Source: an optimization exercise on an open RTL-to-GDS flow (aim: a short achievable clock period and few clock cycles). Production flows keep margins and buffers that such runs may drop. In this exercise RTL edits were held to simulation tests only and were not proved equivalent to the original. Power is estimated from default activity; no workload was simulated.

==> flow/design.v (excerpt) <==
module rv32is(
    input 	clk,
	input 	rst,
	output [31:0] imemaddr,
	input  [31:0] imemdataout,
	output [31:0] dmemaddr,
	input  [31:0] dmemdataout,
	output [31:0] dmemdatain,
	output [2:0] dmemop,
	output	dmemwe,
	output reg [31:0] dbg_pc,
	output reg done,
	output reg wb,
	output [31:0] reg00, reg01, reg02, reg03, reg04, reg05, reg06, reg07,
				  reg08, reg09, reg10, reg11, reg12, reg13, reg14, reg15,
				  reg16, reg17, reg18, reg19, reg20, reg21, reg22, reg23,
				  reg24, reg25, reg26, reg27, reg28, reg29, reg30, reg31
);
    reg [31:0] rf [1:31];
    reg [31:0] fa;          
    reg [31:0] bpc;         
    reg        bvalid;      
    reg        dspec;       
    reg        bpred;       
    reg        btb_v;
    reg [31:0] btb_pc, btb_tgt;
    reg        e_valid;
    reg [31:0] e_a, e_b, e_imm, e_target, e_pc, e_pcp4, e_eval;
    reg [2:0]  e_f3;
    reg        e_alt;                  
    reg        k_fb;                   
    reg        k_brr;                  
    reg        k_jalr, k_jale;         
    reg        k_bp;                   
    reg        e_back;                 
    reg        e_ld, e_st, e_link, e_halt, e_wen, e_early;
    reg [4:0]  e_rd;
    reg [2:0]  e_mop;
    reg        m_valid, m_wen, m_ld, m_we, m_halt;
    reg [4:0]  m_rd;
    reg [31:0] m_result, m_addr, m_sdata, m_pc;
    reg [2:0]  m_mop;
    reg        w_valid, w_wen, w_ld, w_halt;
    reg [4:0]  w_rd;
    reg [31:0] w_result, w_pc;
    wire [31:0] d_ins = imemdataout;
    wire [31:0] d_pc  = bpc;
    wire        d_valid = bvalid;
    wire        d_free  = ~dspec;                  
    wire [6:0]  d_opc = d_ins[6:0];
    wire [4:0]  d_rd  = d_ins[11:7];
    wire [2:0]  d_f3  = d_ins[14:12];
    wire [4:0]  d_rs1 = d_ins[19:15];
    wire [4:0]  d_rs2 = d_ins[24:20];
    wire op_lui   = d_opc == 7'b0110111;
    wire op_auipc = d_opc == 7'b0010111;
    wire op_jal   = d_opc == 7'b1101111;
    wire op_jalr  = d_opc == 7'b1100111;
    wire op_br    = d_opc == 7'b1100011;
    wire op_ld    = d_opc == 7'b0000011;
    wire op_st    = d_opc == 7'b0100011;
    wire op_alui  = d_opc == 7'b0010011;
    wire op_alur  = d_opc == 7'b0110011;
    wire op_halt  = d_ins == 32'hdead10cc;
    wire use1 = op_jalr | op_br | op_ld | op_st | op_alui | op_alur;
    wire use2 = op_br | op_st | op_alur;
  ...
Size in the first run: about 6500 cells after synthesis, ~1600 flip-flops, roughly 85000 sq um of cells after synthesis.
==> flow/config.mk <==
export PLATFORM = sky130hd
export DESIGN_NAME = rv32is
export DESIGN_NICKNAME = rv32is
export VERILOG_FILES = /design/flow/design.v
export SDC_FILE = /design/flow/constraint.sdc
export NUM_CORES = 4
export LEC_CHECK = 0
export CAP_MARGIN = 20
export CORE_MARGIN = 2
export CORE_UTILIZATION = 40
export SLEW_MARGIN = 20
export TNS_END_PERCENT = 100
==> flow/constraint.sdc <==
create_clock -name core_clock -period 9.0 [get_ports {clk}]
set_input_delay 1.8000 -clock core_clock [delete_from_list [all_inputs] [get_ports {clk}]]
set_output_delay 1.8000 -clock core_clock [all_outputs]
set_load 0.01 [all_outputs]
standard.sh (not shown) runs the stock make flow with config.mk's settings and CLKGATE_MAP_FILE= SYNTH_SCRIPT=/design/flow/synth_recipe.tcl, a recipe that flattens the netlist after the stock synthesis.
==> flow/flow/run.sh <==
#!/bin/bash
set -euo pipefail
MARGIN=$(cat flow/margin.txt)
sed -e "s|\"\${@:-finish}\"|SETUP_SLACK_MARGIN=${MARGIN} \"\${@:-finish}\"|" standard.sh > standard_margin.sh
bash standard_margin.sh > flow_make.log 2>&1
==> flow/flow/margin.txt <==
6
Testbench counts at the start, summed over its fixed seeds: cycles 28,977.
Change:
==> flow/run.sh (new file) <==
#!/bin/bash
# synth_recipe.tcl (not shown) runs the flow's synth.tcl, then flattens the netlist and writes it again
# the make line also repeats each setting of config.mk as NAME=value (left out here)
make -C /OpenROAD-flow-scripts/flow DESIGN_CONFIG=/design/flow/config.mk WORK_HOME=/design/flow/orfs CLKGATE_MAP_FILE= SYNTH_SCRIPT=/design/flow/synth_recipe.tcl finish
--- a/flow/config.mk
+++ b/flow/config.mk
@@ -10,2 +10,3 @@
 export CORE_UTILIZATION = 40
+export SETUP_SLACK_MARGIN = 5
 export SLEW_MARGIN = 20
removed: flow/flow/run.sh
removed: flow/flow/margin.txt
removed: flow/standard.sh
- wire length fell by 4.5%
- design area fell by 11%
- power fell by 5.3%
- die area is unchanged
- flip-flop and latch count is unchanged
- worst hold slack gains 10 ps

* * *

Another version of the RTL of rv32is (not shown whole).
Size: roughly 6700 cells after synthesis, roughly 1700 flip-flops, roughly 1200 I/O pins, roughly 86000 um^2 of cells after synthesis.
export LEC_CHECK = 0
export CAP_MARGIN = 20
export CORE_MARGIN = 2
export CORE_UTILIZATION = 40
export SLEW_MARGIN = 20
export TNS_END_PERCENT = 100
create_clock -name core_clock -period 9.0 [get_ports {clk}]
==> flow/flow/run.sh <==
#!/bin/bash
set -euo pipefail
export SETUP_SLACK_MARGIN=$(cat flow/margin.txt)
export BUFFER_PORTS_ARGS="-buffer_cell sky130_fd_sc_hd__buf_4"
bash standard.sh > flow_make.log 2>&1
==> flow/flow/margin.txt <==
6
The starting point finished with timing, DRC and antenna clean.
Testbench counts at the start, summed over its fixed seeds: cycles 28,977.
Change:
==> flow/flow/margin.txt (replaced) <==
7
Result: Synthesized cell count does not change; utilization goes up by 1.6 points; design area goes up by 2.6%; fmax goes down by 2.8%.

* * *

rv32is, a different RTL version from the one above (not shown whole).
Size: ~7100 cells after synthesis, ~1800 flip-flops, ~90000 µm² of cells after synthesis.
## rv32is
module rv32is(
    input 	clk,
	input 	rst,
	output [31:0] imemaddr,
	input  [31:0] imemdataout,
	output [31:0] dmemaddr,
	input  [31:0] dmemdataout,
	output [31:0] dmemdatain,
	output [2:0] dmemop,
	output	dmemwe,
	output reg [31:0] dbg_pc,
	output reg done,
	output reg wb,
	output [31:0] reg00, reg01, reg02, reg03, reg04, reg05, reg06, reg07,
				  reg08, reg09, reg10, reg11, reg12, reg13, reg14, reg15,
				  reg16, reg17, reg18, reg19, reg20, reg21, reg22, reg23,
				  reg24, reg25, reg26, reg27, reg28, reg29, reg30, reg31
);
clock: 9.0 ns
lec_check: 0
cap_margin: 20
core_margin: 2
core_utilization: 33
slew_margin: 20
tns_end_percent: 100
==> flow/flow/margin.txt <==
6
Scripts as last shown in full above: flow/flow/run.sh
Testbench counts at the start, summed over its fixed seeds: cycles 28,424.
Next try:
==> flow/flow/margin.txt (replaced) <==
5
CORE_UTILIZATION = 40   (was 33)
Outcome:
- wire length decreases by about a fifth
- cell area decreases by about a fifth
- final cell count decreases by about a fifth
- hold slack gains 0.029 ns
Next try:
==> flow/flow/margin.txt (replaced) <==
6
Effect: The changed run completed with no timing, DRC or antenna violations; die area does not change; cell count went up by about 15%; combinational power is higher by 27%; clock power is lower by about 0.7%; critical path depth is unchanged; worst hold slack gains 0.0036 ns; utilization is higher by 11 points; synthesized cell count does not change; via count rises by about 14%; sequential power hardly moves.

* * *

Setup of run 1:
Another version of the RTL of rv32is (not shown whole).
For scale: ~6700 cells after synthesis, ~1700 flip-flops, about 1200 I/O pins, ~85000 um2 of cells after synthesis.
Settings: LEC_CHECK=0, CAP_MARGIN=20, CORE_MARGIN=2, CORE_UTILIZATION=50, SLEW_MARGIN=20, TNS_END_PERCENT=100; clock period 9.0 ns.
==> flow/flow/margin.txt <==
6
Scripts as last shown in full above: flow/flow/run.sh
Run 1 | ERROR | global routing
Testbench counts of run 1, summed over its fixed seeds: cycles 28,424.
The inputs of run 2 differ from those of run 1 as listed below.
Settings: CORE_UTILIZATION: 50 -> 33.
## What came out
Run 2 | stages: all done | timing, DRC, antenna: all pass
Compared with run 1, final RePlAce weighted congestion in run 2 decreased by a little under 10%.
Delta (run 2 minus run 1): post-placement setup slack fell 110 ps; height of the die rose about 23%; number of placement rows rose 35.
Against run 1, half-perimeter wire length after placement in run 2 fell by a few percent.
On run 2: instance area after placement is about 1.4% higher than what run 1 gave.
For run 3, these inputs were changed with respect to run 2:
Settings: swapping 33 for 40 in CORE_UTILIZATION.
==> run notes <==
Run 3: PASS, flow complete, no timing, DRC or antenna violations
Of run 3 and run 2, it is run 3 that has the higher post-layout utilization of the core.
In the reports for run 3 and run 2, the smaller relative area change from synthesis to final layout belongs to run 3.
The clock power in run 3 sits about 2% below the value recorded for run 2.
What run 3 reported for die footprint has to be multiplied by 1.2 to get the figure for run 2.
Comparing run 3 and run 2, total via count in the routed design is lower on run 2.
Summary: tightest hold margin, run 3 better than run 2

* * *

rv32is, a different RTL version from the one above (not shown whole).
Size in the first run: roughly 6,900 cells after synthesis, about 1,700 flip-flops, roughly 1,200 I/O pins, roughly 87,000 um2 of cells after synthesis.
==> flow/config.mk <==
export PLATFORM = sky130hd
export DESIGN_NAME = rv32is
export DESIGN_NICKNAME = rv32is
export VERILOG_FILES = /design/flow/design.v
export SDC_FILE = /design/flow/constraint.sdc
export NUM_CORES = 4
export LEC_CHECK = 0
export CAP_MARGIN = 20
export CORE_MARGIN = 2
export CORE_UTILIZATION = 33
export SLEW_MARGIN = 20
export TNS_END_PERCENT = 100
==> flow/constraint.sdc <==
create_clock -name core_clock -period 9.0 [get_ports {clk}]
set_input_delay 1.8000 -clock core_clock [delete_from_list [all_inputs] [get_ports {clk}]]
set_output_delay 1.8000 -clock core_clock [all_outputs]
set_load 0.01 [all_outputs]
Scripts as last shown in full above: flow/flow/run.sh, flow/flow/margin.txt
The first run passed the timing, design-rule and antenna checks.
Testbench counts at the start, summed over its fixed seeds: cycles 28,424.
Edit:
Settings changed: CORE_UTILIZATION 33 to 40.
=> Critical path depth rises by 4; final area falls by 1.5%; utilization rose by 10 points; die area fell by 17%; global-route usage came out higher by 8.9 points.

-- port drivers added, routing unchanged --
Ports are ideal in the flow. The routed layouts listed here were re-timed in OpenROAD. Step 1, drivers: a clkbuf_16 drives clk and a buf_2 each remaining input, both assumed. Step 2 adds t to the input delays and takes it off the output delays; t is the mean of the earliest and latest rising clock arrival at the registers after step 1. Input paths then give back, and output paths get back, about the clock's delay inside the block. a / b / c = ideal ports / drivers / drivers and shift; a / b = the first two.
run | t (ns) | setup slack, ns | worst setup path after step 2 | worst data-port slew with drivers (ns) | pins driven straight from the clock port
the first run of note 1 | 0.968 | 4.359 / 4.204 / 3.236 | input to register | 0.53 | 1
the second run of note 1 | 0.969 | 4.287 / 4.262 / 3.294 | input to register | 0.44 | 1
the first run of note 2 | 0.978 | 4.892 / 4.588 / 3.611 | input to register | 0.63 | 1
the second run of note 2 | 0.965 | 4.773 / 4.534 / 3.569 | input to register | 0.52 | 1
the first run of note 3 | 1.003 | 4.820 / 4.621 / 3.618 | input to register | 0.48 | 1
the second run of note 3 | 0.976 | 4.782 / 4.560 / 3.584 | input to register | 0.40 | 1
the third run of note 3 | 1.020 | 4.872 / 4.663 / 3.642 | input to register | 0.39 | 1
run 2 | 0.977 | 4.879 / 4.733 / 3.756 | input to register | 0.48 | 1
run 3 | 0.998 | 4.856 / 4.668 / 3.670 | input to register | 0.57 | 1
the first run of note 5 | 1.016 | 4.786 / 4.531 / 3.515 | input to register | 0.62 | 1
the second run of note 5 | 0.991 | 4.835 / 4.523 / 3.532 | input to register | 0.48 | 1
After both steps setup and hold are still met in every run listed. The setup slack of the second run of note 5, which loses most, moves by -0.312 ns with the drivers and by -1.303 ns with both steps.
